From an optimization exercise on the open Yosys and OpenROAD flow, aimed at small area and a short achievable clock period; shortcuts taken in it are not production practice.
Function was checked by simulation only, so behaviour that the tests miss may differ from the original.
Power figures rest on the tool's default switching activity, not on a simulated workload.

## flow/design.v (module list and top-level ports; edited modules follow where they fit)
// module alu_d: 3995 lines
module alu_d #(parameter N = 32)
(
  input clk, rst,
  input [1:0] inp_valid,
  input mode,
  input [3:0] cmd,
  input ce, cin,
  input [N-1:0] opa, opb,
  output reg err, g, l, e,
  output oflow, cout,
  output [(2*N-1):0] res
);
  // ...
==> flow/flow/run.sh <==
#!/bin/bash
# The standard layout, with the port buffers made of a plain buffer cell
# (buf_2) instead of the delay-cell buffers buffer_ports picks by default,
# and timing repair aimed at a larger setup slack.
set -o pipefail
export BUFFER_PORTS_ARGS="-buffer_cell sky130_fd_sc_hd__buf_2"
export SETUP_SLACK_MARGIN=6
bash standard.sh > standard.log 2>&1
==> flow/standard.sh <==
#!/bin/bash
# synth_recipe.tcl (not shown) runs the flow's synth.tcl, then flattens the netlist and writes it again
# the make line also repeats each setting of config.mk as NAME=value (left out here)
make -C /OpenROAD-flow-scripts/flow DESIGN_CONFIG=/design/flow/config.mk WORK_HOME=/design/flow/orfs CLKGATE_MAP_FILE= SYNTH_SCRIPT=/design/flow/synth_recipe.tcl "${@:-finish}"
==> flow/config.mk <==
export PLATFORM = sky130hd
export DESIGN_NAME = alu_d
export DESIGN_NICKNAME = alu_d
export VERILOG_FILES = /design/flow/design.v
export SDC_FILE = /design/flow/constraint.sdc
export NUM_CORES = 4
export LEC_CHECK = 0
export ABC_AREA = 1
export CAP_MARGIN = 0
export CORE_MARGIN = 2
export CORE_UTILIZATION = 40
export CTS_BUF_LIST = sky130_fd_sc_hd__clkbuf_8
export CTS_CLUSTER_DIAMETER = 60
export CTS_CLUSTER_SIZE = 10
export PLACE_DENSITY = 0.6
export SLEW_MARGIN = 0
==> flow/constraint.sdc <==
create_clock -name core_clock -period 11.0 [get_ports {clk}]
set_input_delay 2.2000 -clock core_clock [delete_from_list [all_inputs] [get_ports {clk}]]
set_output_delay 2.2000 -clock core_clock [all_outputs]
set_load 0.01 [all_outputs]
==> flow_summary.yaml, run 1 <==
cells_and_area:
  nets: 5190
  mostFrequentLayoutCells: "nand2_1 (678), inv_1 (575), o22ai_1 (546)"
  largest_reg_flops: 64
  post-route-util_pct: 43.2
  multi_input_gates: 3265
  fin_cells: 5640
outcome:
  outcome: "finished clean"
pwr:
  power.density_mw_per_mm2: 150
  comb_power_share_pct: 63.0
  comb_power_mw: 3.66
  powerClk_mw: 0.838
global_routing:
  grt_pass1_wl_um: 211000
  busiest_layer: "met2"
timing:
  post-route-worst-setup-slack_ps: 6060
  fin_tns_setup_ps: 0
  timing.fmax_ghz: 0.202
  rsz0062_at_grt: "yes"
synthesis:
  yosysWarnings: 1
  synth_fp_nets: 5224
  synth_compound_area_share_pct: 12.6
  synth.distinct_cells: 54
  async_flop_share_pct: 0
critical_path:
  cp_top_family: "simple AND/OR/NAND/NOR gates"
  regToRegSetupSlack_ps: 6080
  r2r.worst_path.cells: 11
  r2r_start: "dneg[4]$_DFF_P_"
  crit_buf_inv: 2
placement:
  dp_cells: 5568
  dp_slack_ps: 5250
clock_tree:
  cts_buffers: 38
  cts_tree: "built"
floorplanning:
  coreArea_sq_mm: 0.0896
detailed_routing:
  vias_per_cell: 5.85
  vias: 33000
==> inputs of run 2 (changes only) <==
--- a/flow/design.v
+++ b/flow/design.v
@@ -96,28 +96,29 @@
     assign two_next[gi] = (yh & ~ym & ~yl) | (~yh & ym & yl) | (hit & ramt[0]);
   end endgenerate
   wire csel = m_cmp | sgn;
   wire usg = u_sadd | u_ssub;
   wire [N-1:0] ax = {opa[N-1] ^ usg, opa[N-2:0]};
   wire [N-1:0] bx = {opb[N-1] ^ usg, opb[N-2:0]};
   wire lt = ax < bx;
   wire eq = opa == opb;
-  reg [N-1:0] a_r;
+  reg [N-1:0] an_r;
+  wire [N-1:0] a_r = ~an_r;
   reg [N:0]   b_r;
-  reg [16:0]  dneg, done, dtwo;
+  reg [16:0]  dneg, donen, dtwon;
   reg c0_r, ena_r, seta_r, sxa_r;
   reg sel_lo, sel_hi, sel_t32, sel_mul, sel_ext, sel_cout, sel_subov, sel_sov;
   reg g_r, l_r, e_r, err_r;
   always @(posedge clk) begin
-    a_r  <= opa | {N{u_decb}};
+    an_r <= ~(opa | {N{u_decb}});
     b_r  <= b_next;
     dneg <= neg_next;
-    done <= one_next;
-    dtwo <= two_next;
+    donen <= ~one_next;
+    dtwon <= ~two_next;
     c0_r <= c0_next;
     ena_r  <= u_add | u_sub | u_adc | u_sbc | u_inca | u_deca | u_mul | u_sadd | u_ssub;
     seta_r <= u_decb;
     sxa_r  <= u_sadd | u_ssub;
     sel_lo  <= m_add | m_sub | m_adc | m_sbc | m_inca | m_deca | m_incb | m_decb | m_mul | m_mul1 | sgn
              | l_and | l_or | l_xor | inv_log | l_shrb | l_shlb | l_shla | l_rolok | l_ror;
     sel_hi  <= l_rolok | l_ror | l_shra;
     sel_t32 <= m_add | m_sub | m_adc | m_sbc | m_inca | m_deca | m_incb | m_decb | m_mul | m_mul1 | sgn | inv_log;
@@ -129,20 +130,20 @@
     g_r <= csel & ~lt & ~eq;
     l_r <= csel & lt;
     e_r <= csel & eq;
     err_r <= (l_rol | l_ror) & rot_err;
   end
   wire [N:0] arow = {(a_r[N-1] & sxa_r) | seta_r, (a_r & {N{ena_r}}) | {N{seta_r}}};
   wire [32:0] pp [0:16];
   generate for (gi = 0; gi < 17; gi = gi + 1) begin : ppg
-    wire [33:0] ax2 = {1'b0, a_r, 1'b0};
+    wire [33:0] ax2n = {1'b1, an_r, 1'b1};
     genvar gj;
     for (gj = 0; gj < 33; gj = gj + 1) begin : ppb
-      assign pp[gi][gj] = ((ax2[gj+1] & done[gi]) | (ax2[gj] & dtwo[gi])) ^ dneg[gi];
+      assign pp[gi][gj] = ~((ax2n[gj+1] | donen[gi]) & (ax2n[gj] | dtwon[gi])) ^ dneg[gi];
     end
   end endgenerate
   wire s1;
   wire k2;
   wire s3;
   wire k4;
   wire s5;
   wire k6;
==> flow/config.mk (replaced) <==
export PLATFORM = sky130hd
export DESIGN_NAME = alu_d
export DESIGN_NICKNAME = alu_d
export VERILOG_FILES = /design/flow/design.v
export SDC_FILE = /design/flow/constraint.sdc
export NUM_CORES = 4
export LEC_CHECK = 0
export ABC_AREA = 1
export CAP_MARGIN = 20
export CORE_MARGIN = 2
export CORE_UTILIZATION = 40
export CTS_BUF_LIST = sky130_fd_sc_hd__clkbuf_8
export CTS_CLUSTER_DIAMETER = 60
export CTS_CLUSTER_SIZE = 10
export PLACE_DENSITY = 0.6
export SLEW_MARGIN = 20
==> flow_summary.yaml, run 2 <==
clock_tree:
  cts_hold_buf: 0
  clock_latency_ps: 660
  cts_num_sinks: 249
  path_clk_slew_ps: 70
  cts_buffers: 36
  cts-root-buf: "clkbuf_8"
  htree_levels: 2
  clockBufferDepth: 3
  cts_tree: "built"
cells_and_area:
  areaGrowthSynthToFinish_pct: 6.37
  nets: 5154
  post-route-util_pct: 42.8
  layout_commonest_cell: "nand2_1"
  largest_reg_flops: 64
  n_fill_cell: 9027
  mostFrequentLayoutCells: "nand2_1 (661), inv_1 (582), xor2_1 (537)"
  regMostFlops: "s_r"
  fin_cells: 5594
  reg_top3: "s_r: 64 flops, c_r: 44 flops, b_r: 33 flops"
  final_layout_size_suffix_gt1_share_pct: 9.78
outcome:
  outcome: "finished clean"
timing:
  finalCriticalPeriod_ps: 4910
  slew_violations: 0
  rsz0062_at_grt: "yes"
  post-route-worst-setup-slack_ps: 6090
  max_slew_margin_pct: 32.8
  hold_violations: 0
  fin_crit_sh_pct: 44.7
  fin_skew_ps: 39.0
  tightest_slew_ps: 1010
  fin_tns_setup_ps: 0
  setup_viol: 0
  timing.fmax_ghz: 0.203
flow_run:
  cap_violations: 0
synthesis:
  yosysWarnings: 1
  post-synth-top-count-cell: "nand2_1"
  ys_ff_latch: 249
  syn_area_per_cell_sq_um: 8.01
  synth_fp_nets: 5248
  synth_edf_count: 0
  seq_area_frac_synth_pct: 13.8
  yosysTopAreaCellShare_pct: 28.1
  synth_cells: 4500
  async_flop_share_pct: 0
  synth.distinct_cells: 55
  yosys.area.top_type: "fa_1"
  synth_area_sq_mm: 0.0360
  synthFlopType: "dfxtp_1"
  synthTopCellsByArea: "fa_1 (28%), dfxtp_1 (14%), xor2_1 (13%)"
  synth_commonest_cells: "nand2_1 (673), inv_1 (584), xor2_1 (538)"
detailed_routing:
  wl_per_cell_um: 26.0
  vias_per_cell: 5.94
  firstDrtPassIters: 7
  first_iter_violations: 4473
  finalWirelength_um: 146000
  ant_nets: 0
  drc: 0
  vias: 33200
floorplanning:
  die_h_um: 304
  io_pins: 145
  coreArea_sq_mm: 0.0896
  fp.dieW_um: 304
  initial_core_util_pct: 40.2
  design.die.area_sq_mm: 0.0925
  rows: 110
global_routing:
  first_global_vias: 33100
  grt_pass1_wl_um: 214000
  antenna_found_initial: 6
  track_usage_pct: 30.7
  overflow: 0
  grt_max_degree: 35
min_path:
  holdPathStages: 2
  hp-class: "register to register"
pwr:
  ir_drop_mv: 0.0943
  p_total_mw: 5.72
  power.density_mw_per_mm2: 149
  leakage_nw: 16.3
critical_path:
  crit_path_cell_trace: "clkinv_1 -> buf_4 -> xor2_1 -> fa_1 -> fa_1 -> fa_1 -> fa_1 -> fa_1 -> inv_1 -> ha_1"
  crit_top_cell: "fa_1"
  cpMaxStageDelayCell: "dfxtp_1"
  required_ps: 11550
  setup.worst_path.end_class: "register"
  cp_max_fo: 28
  arrival_ps: 5460
  path_class: "register to register"
  cp-start-kind: "register"
  critPathMaxStageDelay_ps: 740
  r2r.worst_path.cells: 10
placement:
  portBuffers: 144
  hpwlAfterDp_um: 99700
  dp_slack_ps: 5750
  gp_congestion: 1.02
  dp_cells: 5540
## run 2: cell types whose count changed after synthesis, moves of 6 or more
cell / previous run / this run
a21o_1: 12 / 6
a21oi_1: 71 / 93
buf_2: 58 / 44
clkbuf_1: 239 / 284
clkinv_1: 36 / 3
inv_1: 578 / 584
nand2_1: 685 / 673
nand3_1: 304 / 286
nor2_1: 207 / 256
o21bai_1: 6 / 16
o221ai_1: 5 / 13
o22ai_1: 546 / 522
## run 2: layout make-up
type / instances / area (sq um) / area share (%)
Multi-Input combinational cell: 3282 / 27500 / 71.7
Tap cell: 1176 / 1470 / 3.84
Timing Repair Buffer: 220 / 1350 / 3.53
Sequential cell: 249 / 5060 / 13.2
Clock inverter: 12 / 115 / 0.300
Clock buffer: 37 / 509 / 1.33
Antenna cell: 1 / 2.50 / 0.00653
Inverter: 617 / 2340 / 6.11
## run 2: worst paths after layout
kind,end,slack (ps),startpoint
worst max-delay path,s_r[46]$_DFF_P_,6090,dneg[14]$_DFF_P_
worst min-delay path,g$_DFF_P_,410,g_r$_DFF_P_
worst max register to register,s_r[46]$_DFF_P_,6090,dneg[14]$_DFF_P_
worst min register to register,g$_DFF_P_,410,g_r$_DFF_P_
## run 2: repair_timing
item | in CTS | in global routing
gates resized for setup | 39 | 72
cloned | 0 | 2
pin swaps | 0 | 7
setup endpoints to repair | 94 | 70
hold endpoints to repair | 0 | 0
buffers inserted | 0 | 2
## run 2: per-layer routing
metal | global-route usage [%] | vias to the layer above | routed length [um]
met2 | 45.0 | 2561 | 59800
met4 | 14.5 | 6 | 8400
met5 | 0 | - | 45
met3 | 11.4 | 563 | 21300
met1 | 39.9 | 15700 | 56100
li1 | - | 14400 | -
## run 2: stage by stage
stage / hold WS, ps / cell area (sq um)
final: 407 / 38300
after global routing: 436 / 38300
after CTS: 410 / 38100
after detailed placement: 400 / 37300
after global placement: 394 / 37300
after floorplan: 388 / 36000
## run 2: cells by family (layout without fill, tap and decap cells)
| logic type | after synthesis | in the layout | share of synthesized area [%] |
|---|---|---|---|
| and+or+nand+nor | 1331 | 1332 | 15.9 |
| buffers and inverters | 970 | 886 | 10.6 |
| AOI/OAI and AO/OA | 736 | 736 | 12.7 |
| adders and majority gates | 673 | 673 | 33.9 |
| xor gates and xnor gates | 541 | 541 | 13.1 |
| DFF | 249 | 249 | 13.8 |
| other | 0 | 1 | 0 |
## run 2: power breakdown
part           internal, mW  switching (mW)
sequential             1.16           0.194
combinational          1.41            2.23
clock                 0.320           0.406
total                  2.89            2.83
## run 2: critical path: cells and delay by family, from the launching register on
kind | cells | cell delay, ps
DFF | 1 | 740
xor gates and xnor gates | 1 | 260
adders and majority gates | 6 | 2990
buffers and inverters | 3 | 810
==> inputs of run 3 (changes only) <==
==> flow/flow/run.sh (replaced) <==
#!/bin/bash
# The standard layout, with the port buffers made of a plain buffer cell
# (buf_1) instead of the delay-cell buffers buffer_ports picks by default,
# and timing repair aimed at a larger setup slack.
set -o pipefail
export BUFFER_PORTS_ARGS="-buffer_cell sky130_fd_sc_hd__buf_1"
export SETUP_SLACK_MARGIN=6
bash standard.sh > standard.log 2>&1
--- a/flow/config.mk
+++ b/flow/config.mk
@@ -12,5 +12,6 @@
 export CTS_BUF_LIST = sky130_fd_sc_hd__clkbuf_8
 export CTS_CLUSTER_DIAMETER = 60
 export CTS_CLUSTER_SIZE = 10
+export GPL_ROUTABILITY_DRIVEN = 0
 export PLACE_DENSITY = 0.6
 export SLEW_MARGIN = 20
==> flow_summary.yaml, run 3 <==
outcome:
  outcome: "finished clean"
flow_run:
  cap_violations: 0
global_routing:
  antenna_found_initial: 3
  first_global_vias: 33000
  track_usage_pct: 30.4
  overflow: 0
  grt_pass1_wl_um: 212000
  grt_max_degree: 35
critical_path:
  crit_path_cell_trace: "o22ai_1 -> xor2_1 -> fa_1 -> fa_1 -> fa_1 -> fa_1 -> fa_1 -> fa_1 -> inv_1 -> ha_1"
  cp_max_fo: 34
  arrival_ps: 5440
  crit_top_cell: "fa_1"
  setup.worst_path.end_class: "register"
  path_class: "register to register"
  critPathMaxStageDelay_ps: 1000
  required_ps: 11500
  cpMaxStageDelayCell: "dfxtp_2"
  cp-start-kind: "register"
cells_and_area:
  regMostFlops: "s_r"
  nets: 5154
  layout_commonest_cell: "nand2_1"
  final_layout_size_suffix_gt1_share_pct: 6.50
  mostFrequentLayoutCells: "nand2_1 (663), inv_1 (583), xor2_1 (538)"
  reg_top3: "s_r: 64 flops, c_r: 44 flops, b_r: 33 flops"
  largest_reg_flops: 64
  areaGrowthSynthToFinish_pct: 5.73
synthesis:
  synthFlopType: "dfxtp_1"
  seq_area_frac_synth_pct: 13.8
  synthTopCellsByArea: "fa_1 (28%), dfxtp_1 (14%), xor2_1 (13%)"
  synth_mux_area_share_pct: 0
  synth-xor-area-share_pct: 13.1
  yosysWarnings: 1
  yosys.area_share.adder_pct: 33.9
  synth_commonest_cells: "nand2_1 (673), inv_1 (584), xor2_1 (538)"
  yosys.area.top_type: "fa_1"
  synth.distinct_cells: 55
  syn_area_per_cell_sq_um: 8.01
  post-synth-top-count-cell: "nand2_1"
  synth_edf_count: 0
  synth-simple-area-share_pct: 15.9
  ys_ff_latch: 249
  async_flop_share_pct: 0
  synth_fp_nets: 5248
  synth_compound_area_share_pct: 12.7
  synth_area_sq_mm: 0.0360
  yosysTopAreaCellShare_pct: 28.1
  synth_top_family_by_area: "adder cells"
  synth_cells: 4500
floorplanning:
  die_h_um: 304
  fp.dieW_um: 304
  initial_core_util_pct: 40.2
  rows: 110
  coreArea_sq_mm: 0.0896
  io_pins: 145
  design.die.area_sq_mm: 0.0925
timing:
  rsz0062_at_grt: "yes"
  fin_skew_ps: 33.2
  fin_crit_sh_pct: 44.8
  max_slew_margin_pct: 29.3
  setup_viol: 0
  timing.fmax_ghz: 0.203
  hold_violations: 0
  slew_violations: 0
  tightest_slew_ps: 1060
  fin_tns_setup_ps: 0
  finalCriticalPeriod_ps: 4930
  hold_ws_ps: 400
detailed_routing:
  finalWirelength_um: 143000
  vias_per_cell: 5.92
  ant_nets: 0
  vias: 33100
  wl_per_cell_um: 25.6
  first_iter_violations: 4176
  drc: 0
  firstDrtPassIters: 7
min_path:
  hp-class: "register to register"
clock_tree:
  cts_num_sinks: 249
  cts_hold_buf: 0
  clockBufferDepth: 3
  cts_buffers: 35
  clock_latency_ps: 640
  cts_tree: "built"
  path_clk_slew_ps: 70
  cts-root-buf: "clkbuf_8"
  htree_levels: 2
placement:
  hpwlAfterDp_um: 99200
  portBuffers: 144
pwr:
  power.density_mw_per_mm2: 149
  leakage_nw: 15.9
  ir_drop_mv: 0.0746
==> run 3: path summary, 6_finish.rpt <==
| path | startpoint | end | slack [ps] | depth (start not counted) |
|---|---|---|---|---|
| max | an_r[24]$_DFF_P_ | s_r[31]$_DFF_P_ | 6070 | 10 |
| min | sel_sov$_DFF_P_ | o_sov$_DFF_P_ | 400 | 2 |
| max reg2reg | an_r[24]$_DFF_P_ | s_r[31]$_DFF_P_ | 6070 | 10 |
| min reg2reg | sel_sov$_DFF_P_ | o_sov$_DFF_P_ | 400 | 2 |
==> run 3: metrics by stage <==
step                      power (mW)  cells  setup slack [ps]  cell area (sq um)  util, %
final                           5.68   5596              6070              38100     42.5
after global routing            6.26   5595              5890              38100     42.5
after CTS                       5.57   5585              5950              37900     42.2
after detailed placement        4.81   5536              5480              37100     41.4
after global placement          4.73   5536              5610              37100     41.4
after floorplan                 3.67   4500              6230              36000        -
==> run 3: area by class of cell <==
class	instances	area [sq um]
fill	9087	51500
tap	1176	1470
clock buffer	35	482
clock inverter	14	105
timing repair buffer	220	1150
sequential	249	5060
inverter	617	2330
antenna	2	5.00
multi-input combinational	3283	27500
==> run 3: kinds of logic after synthesis <==
family | after synthesis
DFF | 249
AOI/OAI and AO/OA | 736
buffers and inverters | 970
and+or+nand+nor | 1331
xor gates and xnor gates | 541
adders and majority gates | 673
==> run 3: layer usage <==
layer  GRT usage [%]  up-vias  wire length (um)
li1                -    14400                 -
met4            14.6        0              8440
met2            43.6     2584             57900
met5           0.103        -                 0
met1            39.5    15600             55300
met3            12.3      543             21900
==> run 3: where the power goes <==
part	leakage [nW]	total [mW]	internal (mW)	switching, mW
clock	0.301	0.697	0.302	0.395
sequential	2.06	1.35	1.15	0.197
combinational	13.5	3.63	1.41	2.23
total	15.9	5.68	2.86	2.82
==> run 3: critical path: cells and delay by family, from the launching register on <==
| kind | cells | cell delay [ps] |
|---|---|---|
| compound gates | 1 | 230 |
| xor+xnor | 1 | 220 |
| fa+ha+maj | 7 | 3290 |
| buf+inv | 1 | 50 |
| flops | 1 | 1000 |
==> run 3: repair_timing <==
action | CTS | global route
cloned | 0 | 2
pin swaps | 0 | 4
gates resized for setup | 38 | 65
buffers inserted | 0 | 7
endpoints found under the setup margin | 82 | 85
==> inputs of run 4 (changes only) <==
--- a/flow/flow/run.sh
+++ b/flow/flow/run.sh
@@ -4,5 +4,5 @@
 # and timing repair aimed at a larger setup slack.
 set -o pipefail
 export BUFFER_PORTS_ARGS="-buffer_cell sky130_fd_sc_hd__buf_1"
-export SETUP_SLACK_MARGIN=6
+export SETUP_SLACK_MARGIN=5.85
 bash standard.sh > standard.log 2>&1
--- a/flow/config.mk
+++ b/flow/config.mk
@@ -12,6 +12,5 @@
 export CTS_BUF_LIST = sky130_fd_sc_hd__clkbuf_8
 export CTS_CLUSTER_DIAMETER = 60
 export CTS_CLUSTER_SIZE = 10
-export GPL_ROUTABILITY_DRIVEN = 0
 export PLACE_DENSITY = 0.6
 export SLEW_MARGIN = 20
==> flow_summary.yaml, run 4 <==
outcome:
  outcome: "finished clean"
floorplanning:
  die_h_um: 304
  initial_core_util_pct: 40.2
  rows: 110
  design.die.area_sq_mm: 0.0925
  coreArea_sq_mm: 0.0896
  fp.dieW_um: 304
  io_pins: 145
detailed_routing:
  ant_nets: 0
  finalWirelength_um: 146000
  vias_per_cell: 5.96
  vias: 33400
  wl_per_cell_um: 26.2
  firstDrtPassIters: 9
  drc: 0
  first_iter_violations: 4277
synthesis:
  synth_cells: 4500
  synthFlopType: "dfxtp_1"
  synth.distinct_cells: 55
  async_flop_share_pct: 0
  synth_edf_count: 0
  post-synth-top-count-cell: "nand2_1"
  synth_commonest_cells: "nand2_1 (673), inv_1 (584), xor2_1 (538)"
  yosysWarnings: 1
  syn_area_per_cell_sq_um: 8.01
  synth_fp_nets: 5248
  ys_ff_latch: 249
  synthTopCellsByArea: "fa_1 (28%), dfxtp_1 (14%), xor2_1 (13%)"
  seq_area_frac_synth_pct: 13.8
  yosysTopAreaCellShare_pct: 28.1
  synth_area_sq_mm: 0.0360
  yosys.area.top_type: "fa_1"
cells_and_area:
  reg_top3: "s_r: 64 flops, c_r: 44 flops, b_r: 33 flops"
  layout_commonest_cell: "nand2_1"
  nets: 5151
  n_fill_cell: 9018
  regMostFlops: "s_r"
  final_layout_size_suffix_gt1_share_pct: 5.75
  areaGrowthSynthToFinish_pct: 5.16
  mostFrequentLayoutCells: "nand2_1 (668), inv_1 (587), xor2_1 (538)"
  fin_area_sq_mm: 0.0379
  largest_reg_flops: 64
  post-route-util_pct: 42.3
clock_tree:
  cts_hold_buf: 0
  clock_latency_ps: 640
  clockBufferDepth: 3
  cts-root-buf: "clkbuf_8"
  htree_levels: 2
  cts_buffers: 35
  cts_tree: "built"
  cts_num_sinks: 249
  path_clk_slew_ps: 70
timing:
  finalCriticalPeriod_ps: 5050
  fin_tns_setup_ps: 0
  hold_ws_ps: 415
  timing.fmax_ghz: 0.198
  hold_violations: 0
  rsz0062_at_grt: "yes"
  max_slew_margin_pct: 27.8
  fin_crit_sh_pct: 45.9
  slew_violations: 0
  setup_viol: 0
  tightest_slew_ps: 1080
  fin_skew_ps: 54.2
placement:
  portBuffers: 144
  placed_area_sq_mm: 0.0371
  gp_congestion: 0.998
  hpwlAfterDp_um: 101000
critical_path:
  setup.worst_path.end_class: "register"
  cp_max_fo: 22
  arrival_ps: 5550
  required_ps: 11490
  crit_path_start: "dneg[8]$_DFF_P_"
  cp-start-kind: "register"
  r2r-end: "s_r[41]$_DFF_P_"
  r2r.worst_path.cells: 12
  regToRegSetupSlack_ps: 5950
  r2r_start: "dneg[8]$_DFF_P_"
  path_class: "register to register"
  setup.worst_path.end: "s_r[41]$_DFF_P_"
global_routing:
  track_usage_pct: 31.1
  antenna_found_initial: 4
  grt_pass1_wl_um: 217000
  grt_max_degree: 35
  overflow: 0
  first_global_vias: 33400
flow_run:
  cap_violations: 0
pwr:
  leakage_nw: 15.8
  p_total_mw: 5.61
  ir_drop_mv: 0.0891
  power.density_mw_per_mm2: 148
min_path:
  hp-class: "register to register"
[run 4: cell families (layout without fill, tap and decap cells)]
logic type	after synthesis	after routing	share of synthesized area [%]
other	0	2	0
DFF	249	249	13.8
xor gates and xnor gates	541	541	13.1
adders and majority gates	673	673	33.9
and+or+nand+nor	1331	1332	15.9
buffers and inverters	970	885	10.6
AOI/OAI and AO/OA	736	736	12.7
[run 4: worst min path at each step]
stage,start,endpoint,slack (ps),depth (start not counted)
6_report,e_r$_DFF_P_,e$_DFF_P_,410,2
5_1_grt,e_r$_DFF_P_,e$_DFF_P_,450,2
4_1_cts,e_r$_DFF_P_,e$_DFF_P_,410,2
3_5_place_dp,e_r$_DFF_P_,e$_DFF_P_,400,2
3_3_place_gp,l_r$_DFF_P_,l$_DFF_P_,400,2
2_1_floorplan,e_r$_DFF_P_,e$_DFF_P_,390,2
[run 4: through the flow]
stage                     cells  setup WS, ps
after floorplan            4500          6230
after global placement     5536          5740
after detailed placement   5536          5680
after CTS                  5586          5850
after global routing       5593          5800
final                      5594          5950
[run 4: final cells by class]
class | count | area [sq um] | share of cell area [%]
antenna | 2 | 5.00 | 0.0132
clock buffer | 38 | 523 | 1.38
clock inverter | 12 | 83.8 | 0.221
inverter | 617 | 2330 | 6.14
multi-input combinational | 3282 | 27300 | 72.1
sequential | 249 | 5040 | 13.3
tap | 1176 | 1470 | 3.88
timing repair buffer | 218 | 1110 | 2.93
[run 4: what timing repair did]
action	4_1_cts	5_1_grt
endpoints found under the setup margin	57	71
endpoints found under the hold margin	0	0
setup buffers	0	5
gates resized for setup	15	30
pin swaps	0	2
gates cloned	0	1
[run 4: metal layers]
layer | GRT usage, % | vias up | share of wire (%)
met1 | 40.3 | 15800 | 39
met4 | 14.2 | 0 | 5.4
met5 | 0.362 | - | 0
li1 | - | 14400 | -
met3 | 12.3 | 515 | 15
met2 | 45.4 | 2630 | 41
[run 4: worst max-delay path: stages (launching register included)]
cell and delay (ps):
dfxtp_1 310, buf_4 220, inv_2 230, buf_4 560
xor2_1 190, fa_1 500, fa_1 530, fa_1 530
fa_1 490, fa_1 520, fa_1 550, inv_1 40
ha_1 250
[run 4: power breakdown]
group,internal (mW),switching (mW)
Clock,0.321,0.381
Sequential,1.15,0.203
Combinational,1.38,2.17
Total,2.85,2.76
==> inputs of run 5 (changes only) <==
--- a/flow/flow/run.sh
+++ b/flow/flow/run.sh
@@ -4,5 +4,5 @@
 # and timing repair aimed at a larger setup slack.
 set -o pipefail
 export BUFFER_PORTS_ARGS="-buffer_cell sky130_fd_sc_hd__buf_1"
-export SETUP_SLACK_MARGIN=5.85
+export SETUP_SLACK_MARGIN=6.3
 bash standard.sh > standard.log 2>&1
==> flow_summary.yaml, run 5 <==
synthesis:
  synthFlopType: "dfxtp_1"
  yosysTopAreaCellShare_pct: 28.1
  yosys.area.top_type: "fa_1"
  post-synth-top-count-cell: "nand2_1"
  yosysWarnings: 1
  synth.distinct_cells: 55
  synth_edf_count: 0
  synth_area_sq_mm: 0.0360
  synth_fp_nets: 5248
  syn_area_per_cell_sq_um: 8.01
  synthTopCellsByArea: "fa_1 (28%), dfxtp_1 (14%), xor2_1 (13%)"
  async_flop_share_pct: 0
  seq_area_frac_synth_pct: 13.8
  synth_commonest_cells: "nand2_1 (673), inv_1 (584), xor2_1 (538)"
  synth_cells: 4500
  ys_ff_latch: 249
pwr:
  power.density_mw_per_mm2: 150
  ir_drop_mv: 0.0938
  p_total_mw: 5.99
  leakage_nw: 16.6
detailed_routing:
  vias: 33600
  wl_per_cell_um: 26.2
  drc: 0
  ant_nets: 0
  vias_per_cell: 5.96
  first_iter_violations: 4545
  firstDrtPassIters: 8
  finalWirelength_um: 148000
cells_and_area:
  regMostFlops: "s_r"
  reg_top3: "s_r: 64 flops, c_r: 44 flops, b_r: 33 flops"
  fin_cells: 5640
  final_layout_size_suffix_gt1_share_pct: 11.9
  layout_commonest_cell: "nand2_1"
  n_fill_cell: 8850
  nets: 5196
  largest_reg_flops: 64
  mostFrequentLayoutCells: "nand2_1 (588), inv_1 (586), xor2_1 (538)"
  areaGrowthSynthToFinish_pct: 10.9
  post-route-util_pct: 44.6
timing:
  max_slew_margin_pct: 37.1
  hold_ws_ps: 409
  timing.fmax_ghz: 0.213
  slew_violations: 0
  fin_skew_ps: 40.9
  finalCriticalPeriod_ps: 4700
  fin_crit_sh_pct: 42.7
  tightest_slew_ps: 942
  fin_tns_setup_ps: 0
  setup_viol: 0
  hold_violations: 0
  rsz0062_at_grt: "yes"
floorplanning:
  design.die.area_sq_mm: 0.0925
  rows: 110
  die_h_um: 304
  initial_core_util_pct: 40.2
  fp.dieW_um: 304
  io_pins: 145
  coreArea_sq_mm: 0.0896
critical_path:
  critPathMaxStageDelay_ps: 360
  crit_top_cell: "nand2_2"
  arrival_ps: 2500
  required_ps: 8800
  regToRegSetupSlack_ps: 6390
  r2r_start: "an_r[31]$_DFF_P_"
  crit_buf_inv: 3
  r2r.worst_path.cells: 12
  r2r-end: "s_r[32]$_DFF_P_"
  setup.worst_path.end: "res[38]"
  path_class: "register to primary output"
  cp_top_family: "simple AND/OR/NAND/NOR gates"
  crit_path_start: "s_r[29]$_DFF_P_"
  setup.worst_path.end_class: "primary output"
  cpMaxStageDelayCell: "dfxtp_4"
  crit_path_cell_trace: "nand2_2 -> nand2_2 -> nand2_2 -> nand2_2 -> a21oi_4 -> nand2_4 -> buf_12 -> ha_4 -> buf_12 -> nand2_8 -> nand2_2 -> clkbuf_2"
  crit_cells: 12
  cp-start-kind: "register"
  cp_max_fo: 15
min_path:
  hp-class: "register to register"
global_routing:
  antenna_found_initial: 3
  track_usage_pct: 30.8
  first_global_vias: 33500
  overflow: 0
  grt_max_degree: 35
  grt_pass1_wl_um: 215000
clock_tree:
  path_clk_slew_ps: 70
  htree_levels: 2
  clock_latency_ps: 640
  cts-root-buf: "clkbuf_8"
  cts_buffers: 35
  cts_hold_buf: 0
  cts_tree: "built"
  clockBufferDepth: 3
  cts_num_sinks: 249
placement:
  hpwlAfterDp_um: 99500
  portBuffers: 144
  dp_cells: 5536
  gp_congestion: 1.01
outcome:
  outcome: "finished clean"
flow_run:
  cap_violations: 0
==> run 5: cell counts after synthesis <==
No cell type changed its count.
==> run 5: timing repair <==
item | in CTS | in global routing
pin swaps | 21 | 52
hold endpoints to repair | 0 | 0
setup endpoints to repair | 125 | 105
resized for setup | 196 | 326
cloned | 4 | 5
setup buffers | 12 | 30
==> run 5: metal layers <==
layer | wire, um | vias to the layer above | GRT usage, %
li1 | - | 14500 | -
met4 | 9120 | 4 | 15.2
met1 | 56900 | 15900 | 40.0
met2 | 60000 | 2614 | 44.8
met3 | 21600 | 577 | 11.6
met5 | 21 | - | 0
==> run 5: per-stage QoR <==
step	setup slack (ps)	cell area [sq um]
floorplan	6310	36000
global placement	5750	37100
detailed placement	5680	37100
CTS	6270	38500
global route	6230	40000
finish	6300	40000
==> run 5: cells by family (layout without fill, tap and decap cells) <==
kind of cell    Yosys count  count (layout)  synth area share, %
simple gates           1331            1336                 15.9
buf+inv                 970             926                 10.6
compound gates          736             736                 12.7
fa+ha+maj               673             673                 33.9
xor+xnor                541             541                 13.1
flops                   249             249                 13.8
other cells               0               3                    0
==> run 5: worst min-delay path by stage <==
stage	startpoint	end	slack (ps)	cells after the start
floorplan	e_r$_DFF_P_	e$_DFF_P_	390	2
global placement	sel_sov$_DFF_P_	o_sov$_DFF_P_	400	2
detailed placement	sel_sov$_DFF_P_	o_sov$_DFF_P_	400	2
CTS	sel_sov$_DFF_P_	o_sov$_DFF_P_	410	2
global route	e_r$_DFF_P_	e$_DFF_P_	430	2
finish	g_r$_DFF_P_	g$_DFF_P_	410	2
==> run 5: cell type report <==
type	instances	area [sq um]	area share, %
Antenna cell	3	7.51	0.0188
Clock buffer	36	495	1.24
Clock inverter	14	91.3	0.229
Inverter	617	2350	5.89
Multi-Input combinational cell	3286	28200	70.7
Sequential cell	249	5170	12.9
Tap cell	1176	1470	3.68
Timing Repair Buffer	259	2130	5.32
==> run 5: report_power, final <==
| group | switching, mW | internal, mW | total [mW] |
|---|---|---|---|
| sequential | 0.216 | 1.17 | 1.39 |
| clock | 0.383 | 0.307 | 0.690 |
| combinational | 2.37 | 1.54 | 3.91 |
| total | 2.97 | 3.02 | 5.99 |
==> run 5: worst min-delay path: stages, from the launching register on <==
cell	delay, ps
dfxtp_1	300
inv_1	40
nor2_1	30
==> inputs of run 6 (changes only) <==
--- a/flow/flow/run.sh
+++ b/flow/flow/run.sh
@@ -4,5 +4,5 @@
 # and timing repair aimed at a larger setup slack.
 set -o pipefail
 export BUFFER_PORTS_ARGS="-buffer_cell sky130_fd_sc_hd__buf_1"
-export SETUP_SLACK_MARGIN=6.3
+export SETUP_SLACK_MARGIN=6.45
 bash standard.sh > standard.log 2>&1
==> flow_summary.yaml, run 6 <==
pwr:
  p_seq_share_pct: 22.0
  switchingPower_mw: 3.15
  comb_power_share_pct: 66.5
  intPower_mw: 3.18
  ir_drop_mv: 0.0809
  leakage_nw: 17.8
  swShare_pct: 49.8
  power.density_mw_per_mm2: 150
  pwr-share-clk_pct: 11.5
cells_and_area:
  areaGrowthSynthToFinish_pct: 17.2
  reg_top3: "s_r: 64 flops, c_r: 44 flops, b_r: 33 flops"
  regMostFlops: "s_r"
  n_fill_cell: 8580
  nets: 5287
  post-route-util_pct: 47.1
  mostFrequentLayoutCells: "inv_1 (577), xor2_1 (537), nand2_1 (532)"
  layout_commonest_cell: "inv_1"
  fin_area_sq_mm: 0.0422
  largest_reg_flops: 64
  final_layout_size_suffix_gt1_share_pct: 16.7
floorplanning:
  initial_core_util_pct: 40.2
  design.die.area_sq_mm: 0.0925
  io_pins: 145
  die_h_um: 304
  rows: 110
  fp.dieW_um: 304
  coreArea_sq_mm: 0.0896
clock_tree:
  cts_num_sinks: 249
  cts_buffers: 37
  cts_tree: "built"
  path_clk_slew_ps: 70
  cts-root-buf: "clkbuf_8"
  clock_latency_ps: 680
  clockBufferDepth: 3
  htree_levels: 2
synthesis:
  synth_fp_nets: 5248
  synthFlopType: "dfxtp_1"
  synth.distinct_cells: 55
  yosysTopAreaCellShare_pct: 28.1
  ys_ff_latch: 249
  synth_edf_count: 0
  syn_area_per_cell_sq_um: 8.01
  synth_cells: 4500
  async_flop_share_pct: 0
  yosys.area.top_type: "fa_1"
  synth_commonest_cells: "nand2_1 (673), inv_1 (584), xor2_1 (538)"
  yosysWarnings: 1
  synth_area_sq_mm: 0.0360
  seq_area_frac_synth_pct: 13.8
  post-synth-top-count-cell: "nand2_1"
  synthTopCellsByArea: "fa_1 (28%), dfxtp_1 (14%), xor2_1 (13%)"
detailed_routing:
  finalWirelength_um: 157000
  firstDrtPassIters: 6
  drc: 0
  ant_nets: 0
  first_iter_violations: 4403
  vias: 34300
  wl_per_cell_um: 27.4
  vias_per_cell: 5.98
timing:
  rsz0062_at_grt: "yes"
  max_slew_margin_pct: 38.3
  setup_viol: 0
  fin_tns_setup_ps: 0
  fin_skew_ps: 40.7
  fin_crit_sh_pct: 43.5
  slew_violations: 0
  timing.fmax_ghz: 0.209
  tightest_slew_ps: 922
  finalCriticalPeriod_ps: 4780
  hold_violations: 0
placement:
  placed_area_sq_mm: 0.0372
  gp_congestion: 0.996
  hpwlAfterDp_um: 101000
  portBuffers: 144
outcome:
  outcome: "finished clean"
global_routing:
  grt_max_degree: 35
  antenna_found_initial: 5
  track_usage_pct: 31.3
  grt_pass1_wl_um: 217000
  first_global_vias: 33200
  overflow: 0
flow_run:
  cap_violations: 0
critical_path:
  cp_max_fo: 8
  cp-start-kind: "register"
  setup.worst_path.end_class: "primary output"
  arrival_ps: 2580
  path_class: "register to primary output"
  required_ps: 8800
  regToRegSetupSlack_ps: 6520
min_path:
  hp-class: "register to register"
## run 6: cell counts after synthesis
No cell type changed its count.
## run 6: kinds of logic after synthesis
| logic type | share of synthesized area, % |
|---|---|
| buffers and inverters | 10.6 |
| XOR/XNOR | 13.1 |
| flip-flops | 13.8 |
| AO/OA/AOI/OAI | 12.7 |
| AND/OR/NAND/NOR | 15.9 |
| adder cells (fa/ha/maj) | 33.9 |
## run 6: layer usage
layer	routed length [um]	vias to the layer above	share of wire, %	global-route usage (%)
met5	55	-	0.035	0
met4	11100	6	7.1	16.4
met3	22600	648	14	10.5
met2	63900	2660	41	45.7
met1	59000	16300	38	40.9
li1	-	14600	-	-
## run 6: worst paths after layout
kind                        start              end  cells past startpoint
hold / removal    sel_sov$_DFF_P_    o_sov$_DFF_P_                      2
setup / recovery  s_r[30]$_DFF_P_          res[55]                     12
setup reg to reg  dneg[8]$_DFF_P_  s_r[41]$_DFF_P_                     12
hold reg to reg   sel_sov$_DFF_P_    o_sov$_DFF_P_                      2
## run 6: area by class of cell
type	instances	area (sq um)	share of cell area [%]
timing repair buffer	349	3670	8.69
sequential	249	5200	12.3
clock buffer	37	509	1.21
clock inverter	16	114	0.270
tap	1176	1470	3.48
inverter	617	2350	5.56
antenna	1	2.50	0.00593
multi-input combinational	3285	28900	68.5
## run 6: worst max-delay path: stages (launching register included)
cell     delay (ps)
dfxtp_4         390
nand2_4          90
inv_2            30
nand2_2          50
nand2_2          50
a21oi_4         170
nand2_8         120
buf_16          170
ha_4            300
buf_12          160
nand2_8         120
nand2_4         130
buf_6           100
## run 6: timing repair
item,CTS,global route
cloned,6,15
setup endpoints to repair,142,104
pin swaps,60,118
buffers inserted,40,70
gates resized for setup,428,410
hold buffers,0,0
## run 6: power groups by stage
stage | Sequential, mW | Combinational (mW) | Clock, mW
5_1_grt | 1.41 | 4.69 | 0.783
3_3_place_gp | 1.37 | 3.35 | 0
4_1_cts | 1.37 | 3.82 | 0.741
6_report | 1.39 | 4.21 | 0.730
2_1_floorplan | 1.26 | 2.41 | 0
3_5_place_dp | 1.37 | 3.43 | 0
## run 6: through the flow
| stage | instances | setup WS [ps] | hold slack (ps) | power (mW) |
|---|---|---|---|---|
| 6_report | 5730 | 6220 | 406 | 6.33 |
| 5_1_grt | 5730 | 6140 | 423 | 6.88 |
| 4_1_cts | 5644 | 6240 | 408 | 5.93 |
| 3_5_place_dp | 5545 | 5540 | 399 | 4.79 |
| 3_3_place_gp | 5545 | 5660 | 398 | 4.72 |
| 2_1_floorplan | 4500 | 6470 | 388 | 3.67 |
==> inputs of run 7 (changes only) <==
--- a/flow/flow/run.sh
+++ b/flow/flow/run.sh
@@ -4,5 +4,5 @@
 # and timing repair aimed at a larger setup slack.
 set -o pipefail
 export BUFFER_PORTS_ARGS="-buffer_cell sky130_fd_sc_hd__buf_1"
-export SETUP_SLACK_MARGIN=6.45
+export SETUP_SLACK_MARGIN=6.22
 bash standard.sh > standard.log 2>&1
==> flow_summary.yaml, run 7 <==
synthesis:
  synth_commonest_cells: "nand2_1 (673), inv_1 (584), xor2_1 (538)"
  synth-simple-area-share_pct: 15.9
  synth_edf_count: 0
  post-synth-top-count-cell: "nand2_1"
  synth_area_sq_mm: 0.0360
  yosys.area_share.adder_pct: 33.9
  synth_fp_nets: 5248
  synth_compound_area_share_pct: 12.7
  yosys.area.top_type: "fa_1"
  synth-xor-area-share_pct: 13.1
  synth_top_family_by_area: "adder cells"
  synthFlopType: "dfxtp_1"
  ys_ff_latch: 249
  synth_mux_area_share_pct: 0
  synthTopCellsByArea: "fa_1 (28%), dfxtp_1 (14%), xor2_1 (13%)"
  yosysWarnings: 1
  synth_cells: 4500
  async_flop_share_pct: 0
  synth.distinct_cells: 55
  yosysTopAreaCellShare_pct: 28.1
  seq_area_frac_synth_pct: 13.8
  syn_area_per_cell_sq_um: 8.01
cells_and_area:
  reg_top3: "s_r: 64 flops, c_r: 44 flops, b_r: 33 flops"
  layout_commonest_cell: "nand2_1"
  seq_area_sq_mm: 0.00514
  post-route-util_pct: 43.8
  largest_reg_flops: 64
  nets: 5175
  n_fill_cell: 8908
  multi_input_area_sq_mm: 0.0279
  mostFrequentLayoutCells: "nand2_1 (615), inv_1 (585), xor2_1 (537)"
  regMostFlops: "s_r"
  final_layout_size_suffix_gt1_share_pct: 9.98
  areaGrowthSynthToFinish_pct: 8.83
outcome:
  outcome: "finished clean"
flow_run:
  cap_violations: 0
pwr:
  ir_drop_mv: 0.0892
  leakage_nw: 16.4
  p_total_mw: 5.89
  power.density_mw_per_mm2: 150
floorplanning:
  design.die.area_sq_mm: 0.0925
  rows: 110
  fp.dieW_um: 304
  coreArea_sq_mm: 0.0896
  die_h_um: 304
  io_pins: 145
  initial_core_util_pct: 40.2
clock_tree:
  clockBufferDepth: 3
  cts_buffers: 35
  cts_num_sinks: 249
  path_clk_slew_ps: 70
  cts_tree: "built"
  cts-root-buf: "clkbuf_8"
  htree_levels: 2
  clock_latency_ps: 640
  cts_hold_buf: 0
detailed_routing:
  first_iter_violations: 4458
  firstDrtPassIters: 6
  finalWirelength_um: 149000
  wl_per_cell_um: 26.5
  ant_nets: 0
  vias: 33600
  vias_per_cell: 5.98
  drc: 0
critical_path:
  arrival_ps: 2610
  r2r.worst_path.cells: 11
  required_ps: 8800
  path_class: "register to primary output"
  setup.worst_path.end_class: "primary output"
  cp-start-kind: "register"
  cp_max_fo: 8
timing:
  tightest_slew_ps: 984
  fin_skew_ps: 54.3
  timing.fmax_ghz: 0.208
  fin_crit_sh_pct: 43.7
  slew_violations: 0
  rsz0062_at_grt: "yes"
  setup_viol: 0
  max_slew_margin_pct: 34.4
  finalCriticalPeriod_ps: 4810
  hold_ws_ps: 415
  fin_tns_setup_ps: 0
  hold_violations: 0
global_routing:
  track_usage_pct: 31.2
  use_met1_pct: 40.4
  grtUsageMet2_pct: 45.5
  antenna_found_initial: 4
  grt_pass1_wl_um: 218000
  overflow: 0
  met3_usage_pct: 12.3
  grt_max_degree: 35
  first_global_vias: 33500
  busiest_layer: "met2"
placement:
  gp_congestion: 0.998
  portBuffers: 144
  hpwlAfterDp_um: 101000
min_path:
  holdPathStages: 2
  hp-class: "register to register"
-- run 7: cell counts after synthesis --
Identical to the previous run, type by type.
-- run 7: per-stage QoR --
step / setup slack (ps) / cells / area, sq um
after floorplan: 6230 / 4500 / 36000
after global placement: 5740 / 5536 / 37100
after detailed placement: 5680 / 5536 / 37100
after CTS: 6150 / 5592 / 38200
after global routing: 6080 / 5617 / 39200
final: 6190 / 5618 / 39200
-- run 7: final cells by class --
cell class              instances  share of cell area [%]
multi-input cells            3286                    71.2
flip-flops and latches        249                    13.1
inverters                     617                    5.98
repair buffers                238                    4.37
well taps                    1176                    3.75
clock buffers                  38                    1.33
clock inverters                12                   0.214
diodes                          2                  0.0128
-- run 7: cell families (layout without fill, tap and decap cells) --
family,count (synthesis),in the layout
xor gates and xnor gates,541,541
adders and majority gates,673,673
buffers and inverters,970,905
DFF,249,249
and+or+nand+nor,1331,1336
other,0,2
AOI/OAI and AO/OA,736,736
-- run 7: what timing repair did --
action,in CTS,in global routing
resized for setup,121,248
cloned,2,6
endpoints found under the setup margin,108,92
buffers inserted,4,18
endpoints found under the hold margin,0,0
pin swaps,8,42
-- run 7: path summary, 6_finish.rpt --
check / start / endpoint / slack, ps
min reg2reg: e_r$_DFF_P_ / e$_DFF_P_ / 410
max: s_r[27]$_DFF_P_ / res[40] / 6190
min: e_r$_DFF_P_ / e$_DFF_P_ / 410
max reg2reg: dneg[7]$_DFF_P_ / s_r[41]$_DFF_P_ / 6300
-- run 7: critical path, cell delays in order, from the launching register on --
cell       delay (ps)
dfxtp_2           360
nand2_4            90
inv_1              60
nand2_2            80
nand2_4            70
a21oi_4           170
nand2_4           120
clkbuf_16         190
ha_4              400
buf_12            140
nand2_8            80
nand2_1           110
clkbuf_2          140
-- run 7: where the power goes --
group	internal, mW	total (mW)	switching (mW)
Sequential	1.17	1.39	0.221
Clock	0.321	0.702	0.381
Combinational	1.50	3.80	2.30
-- run 7: per-layer routing --
layer  share of wire [%]  vias up
met5                0.12        -
met4                 5.5        4
met3                  15      540
met2                  42     2664
met1                  38    16000
li1                    -    14400
==> inputs of run 8 (changes only) <==
--- a/flow/flow/run.sh
+++ b/flow/flow/run.sh
@@ -4,5 +4,5 @@
 # and timing repair aimed at a larger setup slack.
 set -o pipefail
 export BUFFER_PORTS_ARGS="-buffer_cell sky130_fd_sc_hd__buf_1"
-export SETUP_SLACK_MARGIN=6.22
+export SETUP_SLACK_MARGIN=6
 bash standard.sh > standard.log 2>&1
==> flow_summary.yaml, run 8 <==
detailed_routing:
  wl_per_cell_um: 26.2
  dr_wl_met2_um: 59700
  finalWirelength_um: 146000
  wl_met3_um: 22000
  ant_nets: 0
  top_layer: "met4"
  first_iter_violations: 4277
  vias: 33400
  firstDrtPassIters: 6
  met1_length_um: 56600
  vias_per_cell: 5.96
  drc: 0
timing:
  rsz0062_at_grt: "yes"
  fin_crit_sh_pct: 44.6
  tightest_slew_ps: 1040
  fin_skew_ps: 54.4
  slew_violations: 0
  fin_tns_setup_ps: 0
  max_slew_margin_pct: 30.4
  hold_violations: 0
  setup_viol: 0
  timing.fmax_ghz: 0.204
  finalCriticalPeriod_ps: 4900
cells_and_area:
  nets: 5154
  reg_top3: "s_r: 64 flops, c_r: 44 flops, b_r: 33 flops"
  mostFrequentLayoutCells: "nand2_1 (664), inv_1 (586), xor2_1 (537)"
  layout_commonest_cell: "nand2_1"
  post-route-util_pct: 42.6
  final_layout_size_suffix_gt1_share_pct: 6.59
  largest_reg_flops: 64
  regMostFlops: "s_r"
  areaGrowthSynthToFinish_pct: 5.78
critical_path:
  path_class: "register to register"
  arrival_ps: 5400
  cp_max_fo: 34
  setup.worst_path.end_class: "register"
  r2r_start: "an_r[24]$_DFF_P_"
  cp-start-kind: "register"
  crit_path_start: "an_r[24]$_DFF_P_"
  required_ps: 11490
synthesis:
  synthTopCellsByArea: "fa_1 (28%), dfxtp_1 (14%), xor2_1 (13%)"
  synthFlopType: "dfxtp_1"
  yosysTopAreaCellShare_pct: 28.1
  ys_ff_latch: 249
  synth_cells: 4500
  async_flop_share_pct: 0
  seq_area_frac_synth_pct: 13.8
  post-synth-top-count-cell: "nand2_1"
  yosysWarnings: 1
  syn_area_per_cell_sq_um: 8.01
  yosys.area.top_type: "fa_1"
  synth_edf_count: 0
  synth_commonest_cells: "nand2_1 (673), inv_1 (584), xor2_1 (538)"
  synth.distinct_cells: 55
  synth_area_sq_mm: 0.0360
  synth_fp_nets: 5248
global_routing:
  first_global_vias: 33400
  grt_max_degree: 35
  overflow: 0
  antenna_found_initial: 4
  track_usage_pct: 31.1
  grt_pass1_wl_um: 217000
placement:
  gp_congestion: 0.998
  portBuffers: 144
  hpwlAfterDp_um: 101000
pwr:
  leakage_nw: 15.9
  swShare_pct: 49.2
  power.density_mw_per_mm2: 148
  p_seq_share_pct: 24.1
  switchingPower_mw: 2.77
  p_total_mw: 5.64
  ir_drop_mv: 0.0890
  comb_power_share_pct: 63.5
  pwr-share-clk_pct: 12.4
  intPower_mw: 2.87
flow_run:
  cap_violations: 0
clock_tree:
  cts_tree: "built"
  clockBufferDepth: 3
  htree_levels: 2
  cts_buffers: 35
  cts_num_sinks: 249
  cts_hold_buf: 0
  path_clk_slew_ps: 70
  clock_latency_ps: 640
  cts-root-buf: "clkbuf_8"
floorplanning:
  die_h_um: 304
  design.die.area_sq_mm: 0.0925
  io_pins: 145
  fp.dieW_um: 304
  coreArea_sq_mm: 0.0896
  rows: 110
  initial_core_util_pct: 40.2
min_path:
  hp-start: "e_r$_DFF_P_"
  hp-class: "register to register"
outcome:
  outcome: "finished clean"
run 8: cell counts after synthesis:
Identical to the previous run, type by type.
run 8: stage by stage:
stage	hold WS (ps)	area (sq um)	instances	worst slack (ps)
5_1_grt	446	38100	5596	5970
6_report	415	38100	5596	6100
4_1_cts	414	37900	5586	6020
3_5_place_dp	404	37100	5536	5680
2_1_floorplan	388	36000	4500	6230
3_3_place_gp	397	37100	5536	5740
run 8: timing repair:
action,4_1_cts,5_1_grt
buffers inserted,0,9
pin swaps,0,5
resized for setup,38,68
endpoints found under the setup margin,89,85
run 8: path summary, 6_finish.rpt:
kind | to | slack, ps | cells after the start
setup reg to reg | s_r[41]$_DFF_P_ | 6100 | 10
hold / removal | e$_DFF_P_ | 410 | 2
hold reg to reg | e$_DFF_P_ | 410 | 2
setup / recovery | s_r[41]$_DFF_P_ | 6100 | 10
run 8: worst max-delay path, stage by stage, from the launching register on:
cell and delay, ps:
dfxtp_2 970, o22ai_1 170, xor2_1 220, fa_1 470, fa_1 530, fa_1 530, fa_1 480, fa_1 520
fa_1 550, inv_1 40, ha_1 250
run 8: cells by family after synthesis:
logic type / share of synthesized area, %
AOI/OAI and AO/OA: 12.7
and+or+nand+nor: 15.9
DFF: 13.8
buffers and inverters: 10.6
xor gates and xnor gates: 13.1
adders and majority gates: 33.9
run 8: area by class of cell:
cell class	count	area [sq um]
Fill cell	8993	51500
Multi-Input combinational cell	3281	27500
Sequential cell	249	5080
Inverter	617	2330
Tap cell	1176	1470
Timing Repair Buffer	222	1190
Clock buffer	38	523
Clock inverter	12	83.8
Antenna cell	1	2.50
run 8: power by group through the flow:
stage / registers [mW] / clock network (mW) / logic (mW)
6_report: 1.36 / 0.700 / 3.58
5_1_grt: 1.38 / 0.760 / 4.07
4_1_cts: 1.35 / 0.725 / 3.48
3_5_place_dp: 1.37 / 0 / 3.44
3_3_place_gp: 1.36 / 0 / 3.37
2_1_floorplan: 1.26 / 0 / 2.41
run 8: metal layers:
metal	vias to the layer above	GRT usage (%)
li1	14400	-
met1	15800	40.2
met2	2639	45.2
met3	559	12.3
met4	0	14.6
met5	-	0.362
==> inputs of run 9 (changes only) <==
--- a/flow/config.mk
+++ b/flow/config.mk
@@ -9,7 +9,7 @@
 export CAP_MARGIN = 20
 export CORE_MARGIN = 2
 export CORE_UTILIZATION = 40
-export CTS_BUF_LIST = sky130_fd_sc_hd__clkbuf_8
+export CTS_BUF_LIST = sky130_fd_sc_hd__clkbuf_8 sky130_fd_sc_hd__clkbuf_16
 export CTS_CLUSTER_DIAMETER = 60
 export CTS_CLUSTER_SIZE = 10
 export PLACE_DENSITY = 0.6
==> flow_summary.yaml, run 9 <==
outcome:
  outcome: "finished clean"
cells_and_area:
  areaGrowthSynthToFinish_pct: 6.70
  layout_commonest_cell: "nand2_1"
  nets: 5153
  fin_cells: 5595
  n_fill_cell: 8971
  mostFrequentLayoutCells: "nand2_1 (666), inv_1 (586), xor2_1 (538)"
  seq_area_sq_mm: 0.00508
  largest_reg_flops: 64
  multi_input_area_sq_mm: 0.0274
  reg_top3: "s_r: 64 flops, c_r: 44 flops, b_r: 33 flops"
  regMostFlops: "s_r"
  final_layout_size_suffix_gt1_share_pct: 6.13
clock_tree:
  clockBufferDepth: 3
  cts_buffers: 35
  cts-root-buf: "clkbuf_16"
  clock_latency_ps: 570
  cts_num_sinks: 249
  path_clk_slew_ps: 50
  htree_levels: 2
  cts_tree: "built"
critical_path:
  crit_cells: 10
  crit_top_cell: "fa_1"
  r2r-end: "s_r[30]$_DFF_P_"
  path_class: "register to register"
  cp-start-kind: "register"
  required_ps: 11460
  arrival_ps: 5380
  setup.worst_path.end_class: "register"
  regToRegSetupSlack_ps: 6080
  crit_buf_inv: 1
  cp_top_family: "adder cells"
  cp_max_fo: 34
  cpMaxStageDelayCell: "dfxtp_2"
  critPathMaxStageDelay_ps: 970
  r2r.worst_path.cells: 10
  r2r_start: "an_r[27]$_DFF_P_"
  crit_path_cell_trace: "o22ai_1 -> xor2_1 -> fa_1 -> fa_1 -> fa_1 -> fa_1 -> fa_1 -> fa_1 -> inv_1 -> ha_1"
min_path:
  hp-start: "sel_sov$_DFF_P_"
  holdPathStages: 2
  hold_end: "o_sov$_DFF_P_"
  hp-class: "register to register"
pwr:
  leakage_nw: 16.0
  power.density_mw_per_mm2: 155
  p_total_mw: 5.96
  ir_drop_mv: 0.0878
synthesis:
  syn_area_per_cell_sq_um: 8.01
  synth-simple-area-share_pct: 15.9
  seq_area_frac_synth_pct: 13.8
  async_flop_share_pct: 0
  yosysWarnings: 1
  synth_fp_nets: 5248
  yosys.area_share.adder_pct: 33.9
  synth_area_sq_mm: 0.0360
  synth_compound_area_share_pct: 12.7
  synth_cells: 4500
  synthTopCellsByArea: "fa_1 (28%), dfxtp_1 (14%), xor2_1 (13%)"
  synth.distinct_cells: 55
  synth_edf_count: 0
  synth_mux_area_share_pct: 0
  yosys.area.top_type: "fa_1"
  synthFlopType: "dfxtp_1"
  post-synth-top-count-cell: "nand2_1"
  synth_top_family_by_area: "adder cells"
  ys_ff_latch: 249
  synth-xor-area-share_pct: 13.1
  yosysTopAreaCellShare_pct: 28.1
  synth_commonest_cells: "nand2_1 (673), inv_1 (584), xor2_1 (538)"
placement:
  portBuffers: 144
  dp_slack_ps: 5680
  dp_cells: 5536
  gp_congestion: 0.998
  hpwlAfterDp_um: 101000
global_routing:
  track_usage_pct: 31.1
  antenna_found_initial: 4
  overflow: 0
  grt_max_degree: 35
  first_global_vias: 33400
  grt_pass1_wl_um: 217000
detailed_routing:
  vias_per_cell: 5.95
  drc: 0
  finalWirelength_um: 147000
  firstDrtPassIters: 7
  wl_per_cell_um: 26.2
  vias: 33300
  first_iter_violations: 4073
  ant_nets: 0
timing:
  finalCriticalPeriod_ps: 4920
  hold_ws_ps: 412
  rsz0062_at_grt: "no"
  fin_crit_sh_pct: 44.7
  fin_skew_ps: 21.4
  post-route-worst-setup-slack_ps: 6080
  fin_tns_setup_ps: 0
  hold_violations: 0
  timing.fmax_ghz: 0.203
  setup_viol: 0
  slew_violations: 0
  tightest_slew_ps: 1060
  max_slew_margin_pct: 29.2
floorplanning:
  coreArea_sq_mm: 0.0896
  rows: 110
  die_h_um: 304
  fp.dieW_um: 304
  io_pins: 145
  initial_core_util_pct: 40.2
  design.die.area_sq_mm: 0.0925
flow_run:
  cap_violations: 0
[run 9: cell counts after synthesis]
No cell type changed its count.
[run 9: routing by layer]
metal / up-vias / part of all wire, % / wire length (um) / track usage, %
met5: - / 0.17 / 251 / 2.17
met3: 539 / 15 / 22000 / 12.3
met1: 15800 / 38 / 56400 / 40.2
met4: 4 / 5.6 / 8160 / 14.6
li1: 14400 / - / - / -
met2: 2577 / 41 / 59800 / 45.2
[run 9: tightest hold or removal path, delay by kind of cell, from the launching register on]
| family | cells | cell delay, ps |
|---|---|---|
| buffers and inverters | 1 | 40 |
| DFF | 1 | 290 |
| and+or+nand+nor | 1 | 40 |
[run 9: what timing repair did]
action,in CTS,in global routing
hold buffers,0,0
buffers inserted,0,8
resized for setup,28,54
pin swaps,0,1
endpoints found under the setup margin,83,82
endpoints found under the hold margin,0,0
[run 9: worst max-delay path by stage]
| stage | from | end | slack (ps) |
|---|---|---|---|
| after global routing | s_r[48]$_DFF_P_ | res[25] | 5990 |
| final | an_r[27]$_DFF_P_ | s_r[30]$_DFF_P_ | 6080 |
| after CTS | s_r[21]$_DFF_P_ | res[32] | 6000 |
| after floorplan | dneg[2]$_DFF_P_ | s_r[17]$_DFF_P_ | 6230 |
| after global placement | dneg[2]$_DFF_P_ | s_r[16]$_DFF_P_ | 5740 |
| after detailed placement | dneg[2]$_DFF_P_ | s_r[17]$_DFF_P_ | 5680 |
[run 9: cell families after synthesis]
kind of cell	after synthesis
and+or+nand+nor	1331
AOI/OAI and AO/OA	736
buffers and inverters	970
adders and majority gates	673
xor gates and xnor gates	541
DFF	249
[run 9: stage by stage]
stage          utilization (%)  instance area [sq um]
5_1_grt                   42.9                  38500
2_1_floorplan                -                  36000
6_report                  42.9                  38500
3_3_place_gp              41.4                  37100
4_1_cts                   42.7                  38200
3_5_place_dp              41.4                  37100
[run 9: power breakdown]
| group | leakage (nW) | switching [mW] | internal, mW |
|---|---|---|---|
| Combinational | 13.5 | 2.18 | 1.38 |
| Clock | 0.512 | 0.430 | 0.604 |
| Sequential | 2.07 | 0.203 | 1.15 |
[run 9: final cells by class]
| class | instances | area share, % |
|---|---|---|
| timing repair buffer | 221 | 3.02 |
| clock inverter | 12 | 0.241 |
| sequential | 249 | 13.2 |
| inverter | 617 | 6.06 |
| multi-input combinational | 3281 | 71.2 |
| tap | 1176 | 3.83 |
| clock buffer | 38 | 2.41 |
| antenna | 1 | 0.00651 |
==> inputs of run 10 (changes only) <==
--- a/flow/flow/run.sh
+++ b/flow/flow/run.sh
@@ -4,5 +4,5 @@
 # and timing repair aimed at a larger setup slack.
 set -o pipefail
 export BUFFER_PORTS_ARGS="-buffer_cell sky130_fd_sc_hd__buf_1"
-export SETUP_SLACK_MARGIN=6
+export SETUP_SLACK_MARGIN=6.15
 bash standard.sh > standard.log 2>&1
--- a/flow/config.mk
+++ b/flow/config.mk
@@ -9,7 +9,7 @@
 export CAP_MARGIN = 20
 export CORE_MARGIN = 2
 export CORE_UTILIZATION = 40
-export CTS_BUF_LIST = sky130_fd_sc_hd__clkbuf_8 sky130_fd_sc_hd__clkbuf_16
+export CTS_BUF_LIST = sky130_fd_sc_hd__clkbuf_8
 export CTS_CLUSTER_DIAMETER = 60
 export CTS_CLUSTER_SIZE = 10
 export PLACE_DENSITY = 0.6
==> flow_summary.yaml, run 10 <==
pwr:
  switchingPower_mw: 2.84
  swShare_pct: 49.3
  comb_power_share_pct: 64.2
  p_seq_share_pct: 23.7
  leakage_nw: 16.1
  ir_drop_mv: 0.0892
  p_total_mw: 5.77
  pwr-share-clk_pct: 12.1
  power.density_mw_per_mm2: 150
  intPower_mw: 2.92
timing:
  timing.fmax_ghz: 0.209
  slew_violations: 0
  fin_skew_ps: 51.2
  tightest_slew_ps: 983
  fin_tns_setup_ps: 0
  setup_viol: 0
  max_slew_margin_pct: 34.5
  hold_violations: 0
  rsz0062_at_grt: "yes"
  hold_ws_ps: 415
  fin_crit_sh_pct: 43.5
  finalCriticalPeriod_ps: 4790
cells_and_area:
  final_layout_size_suffix_gt1_share_pct: 7.89
  largest_reg_flops: 64
  fin_cells: 5603
  reg_top3: "s_r: 64 flops, c_r: 44 flops, b_r: 33 flops"
  nets: 5160
  post-route-util_pct: 43.0
  layout_commonest_cell: "nand2_1"
  areaGrowthSynthToFinish_pct: 6.95
  regMostFlops: "s_r"
  mostFrequentLayoutCells: "nand2_1 (648), inv_1 (586), xor2_1 (537)"
placement:
  hpwlAfterDp_um: 101000
  portBuffers: 144
  gp_congestion: 0.998
  dp_cells: 5536
clock_tree:
  path_clk_slew_ps: 70
  clock_latency_ps: 640
  clockBufferDepth: 3
  cts_hold_buf: 0
  cts_num_sinks: 249
  htree_levels: 2
  cts_tree: "built"
  cts-root-buf: "clkbuf_8"
  cts_buffers: 35
synthesis:
  synth_fp_nets: 5248
  synth_cells: 4500
  synth_area_sq_mm: 0.0360
  synth_edf_count: 0
  seq_area_frac_synth_pct: 13.8
  synthFlopType: "dfxtp_1"
  ys_ff_latch: 249
  yosysWarnings: 1
  yosysTopAreaCellShare_pct: 28.1
  synthTopCellsByArea: "fa_1 (28%), dfxtp_1 (14%), xor2_1 (13%)"
  post-synth-top-count-cell: "nand2_1"
  yosys.area.top_type: "fa_1"
  synth.distinct_cells: 55
  async_flop_share_pct: 0
  synth_commonest_cells: "nand2_1 (673), inv_1 (584), xor2_1 (538)"
  syn_area_per_cell_sq_um: 8.01
global_routing:
  antenna_found_initial: 3
  overflow: 0
  grt_max_degree: 35
  track_usage_pct: 31.2
  first_global_vias: 33500
  grt_pass1_wl_um: 218000
floorplanning:
  coreArea_sq_mm: 0.0896
  fp.dieW_um: 304
  io_pins: 145
  initial_core_util_pct: 40.2
  design.die.area_sq_mm: 0.0925
  die_h_um: 304
  rows: 110
min_path:
  hp-class: "register to register"
detailed_routing:
  drc: 0
  vias_per_cell: 5.96
  firstDrtPassIters: 6
  first_iter_violations: 4213
  wl_per_cell_um: 26.3
  vias: 33400
  finalWirelength_um: 148000
  ant_nets: 0
critical_path:
  r2r_start: "dtwon[11]$_DFF_P_"
  setup.worst_path.end_class: "register"
  crit_path_start: "dtwon[11]$_DFF_P_"
  regToRegSetupSlack_ps: 6210
  path_class: "register to register"
  setup.worst_path.end: "s_r[34]$_DFF_P_"
  r2r-end: "s_r[34]$_DFF_P_"
  required_ps: 11530
  cp-start-kind: "register"
  arrival_ps: 5310
  cp_max_fo: 32
  r2r.worst_path.cells: 10
outcome:
  outcome: "finished clean"
flow_run:
  cap_violations: 0
==> run 10: worst max-delay path, stage by stage, from the launching register on <==
cell and delay [ps]:
dfxtp_2 970, o22ai_1 260, xor2_1 210, fa_1 550, fa_1 500, fa_1 520, fa_1 390, fa_1 460
fa_1 510, inv_1 50, ha_1 280
==> run 10: worst min path at each step <==
stage	from	end	slack, ps	cells after the start
after floorplan	e_r$_DFF_P_	e$_DFF_P_	390	2
after global placement	l_r$_DFF_P_	l$_DFF_P_	400	2
after detailed placement	e_r$_DFF_P_	e$_DFF_P_	400	2
after CTS	e_r$_DFF_P_	e$_DFF_P_	410	2
after global routing	e_r$_DFF_P_	e$_DFF_P_	450	2
final	e_r$_DFF_P_	e$_DFF_P_	410	2
==> run 10: layer usage <==
layer,global-route usage [%],routed length (um),vias to the layer above
met1,40.3,56800,15900
met3,12.4,22000,521
met4,14.5,7750,0
li1,-,-,14400
met5,0.362,0,-
met2,45.6,61000,2604
==> run 10: layout make-up <==
| class | count | area (sq um) |
|---|---|---|
| diodes | 2 | 5.00 |
| clock buffers | 38 | 523 |
| clock inverters | 12 | 83.8 |
| fillers | 8984 | 51000 |
| inverters | 617 | 2330 |
| multi-input cells | 3285 | 27700 |
| flip-flops and latches | 249 | 5100 |
| well taps | 1176 | 1470 |
| repair buffers | 224 | 1350 |
==> run 10: repair_timing <==
item                       CTS  global route
setup endpoints to repair  103            88
resized for setup           82           122
buffers inserted             3             7
pin swaps                    6            15
gates cloned                 3             2
==> run 10: metrics by stage <==
step	setup WS (ps)	cell area, sq um
2_1_floorplan	6230	36000
3_3_place_gp	5740	37100
3_5_place_dp	5680	37100
4_1_cts	6150	38100
5_1_grt	6080	38500
6_report	6210	38500
==> run 10: kinds of logic after synthesis <==
kind of cell             Yosys count  share of synthesized area (%)
AND/OR/NAND/NOR                 1331                           15.9
adder cells (fa/ha/maj)          673                           33.9
AO/OA/AOI/OAI                    736                           12.7
XOR/XNOR                         541                           13.1
buffers and inverters            970                           10.6
flip-flops                       249                           13.8
==> run 10: power groups by stage <==
stage	registers, mW	logic (mW)	clock network (mW)
final	1.36	3.70	0.698
after global routing	1.38	4.18	0.759
after CTS	1.35	3.53	0.725
after detailed placement	1.37	3.44	0
after global placement	1.36	3.37	0
after floorplan	1.26	2.41	0

[what the ideal ports hide]
No port has a modelled driver above. Below, the same layouts with a new extraction and two added sets of constraints.
Step 1, drivers: a clkbuf_16 drives clk and a buf_2 each remaining input, both assumed.
Step 2 also shifts input and output timing later by t, the mid clock arrival at the registers, as if the neighbouring blocks saw the same clock.
Slacks: no drivers / after step 1 / after step 2; pairs: no drivers / after step 1.
| run | t (ns) | slack for setup (ns) | hold slack, ns | clock arrival spread, ns | pins driven straight from the clock port |
|---|---|---|---|---|---|
| run 1 | 0.695 | 6.060 / 5.999 / 5.851 | 0.400 / 0.400 / 0.400 | 0.047 / 0.046 | 1 |
| run 2 | 0.712 | 6.085 / 6.076 / 6.054 | 0.407 / 0.407 / 0.407 | 0.040 / 0.040 | 1 |
| run 3 | 0.681 | 6.069 / 6.014 / 5.890 | 0.400 / 0.400 / 0.400 | 0.037 / 0.037 | 1 |
| run 4 | 0.674 | 5.946 / 5.946 / 5.923 | 0.415 / 0.415 / 0.415 | 0.056 / 0.056 | 1 |
| run 5 | 0.684 | 6.301 / 6.237 / 5.878 | 0.409 / 0.409 / 0.409 | 0.041 / 0.042 | 1 |
| run 6 | 0.717 | 6.215 / 6.156 / 5.930 | 0.406 / 0.406 / 0.406 | 0.042 / 0.042 | 1 |
| run 7 | 0.678 | 6.189 / 6.129 / 5.903 | 0.415 / 0.415 / 0.415 | 0.056 / 0.056 | 1 |
| run 8 | 0.675 | 6.096 / 6.080 / 5.912 | 0.415 / 0.415 / 0.415 | 0.056 / 0.056 | 1 |
| run 9 | 0.625 | 6.080 / 6.065 / 5.894 | 0.412 / 0.412 / 0.412 | 0.022 / 0.021 | 1 |
| run 10 | 0.675 | 6.213 / 6.173 / 5.929 | 0.415 / 0.415 / 0.415 | 0.053 / 0.052 | 1 |
After both steps setup and hold are still met in every run listed. The setup slack of run 5, which loses most, moves by -0.064 ns with the drivers and by -0.423 ns with both steps.
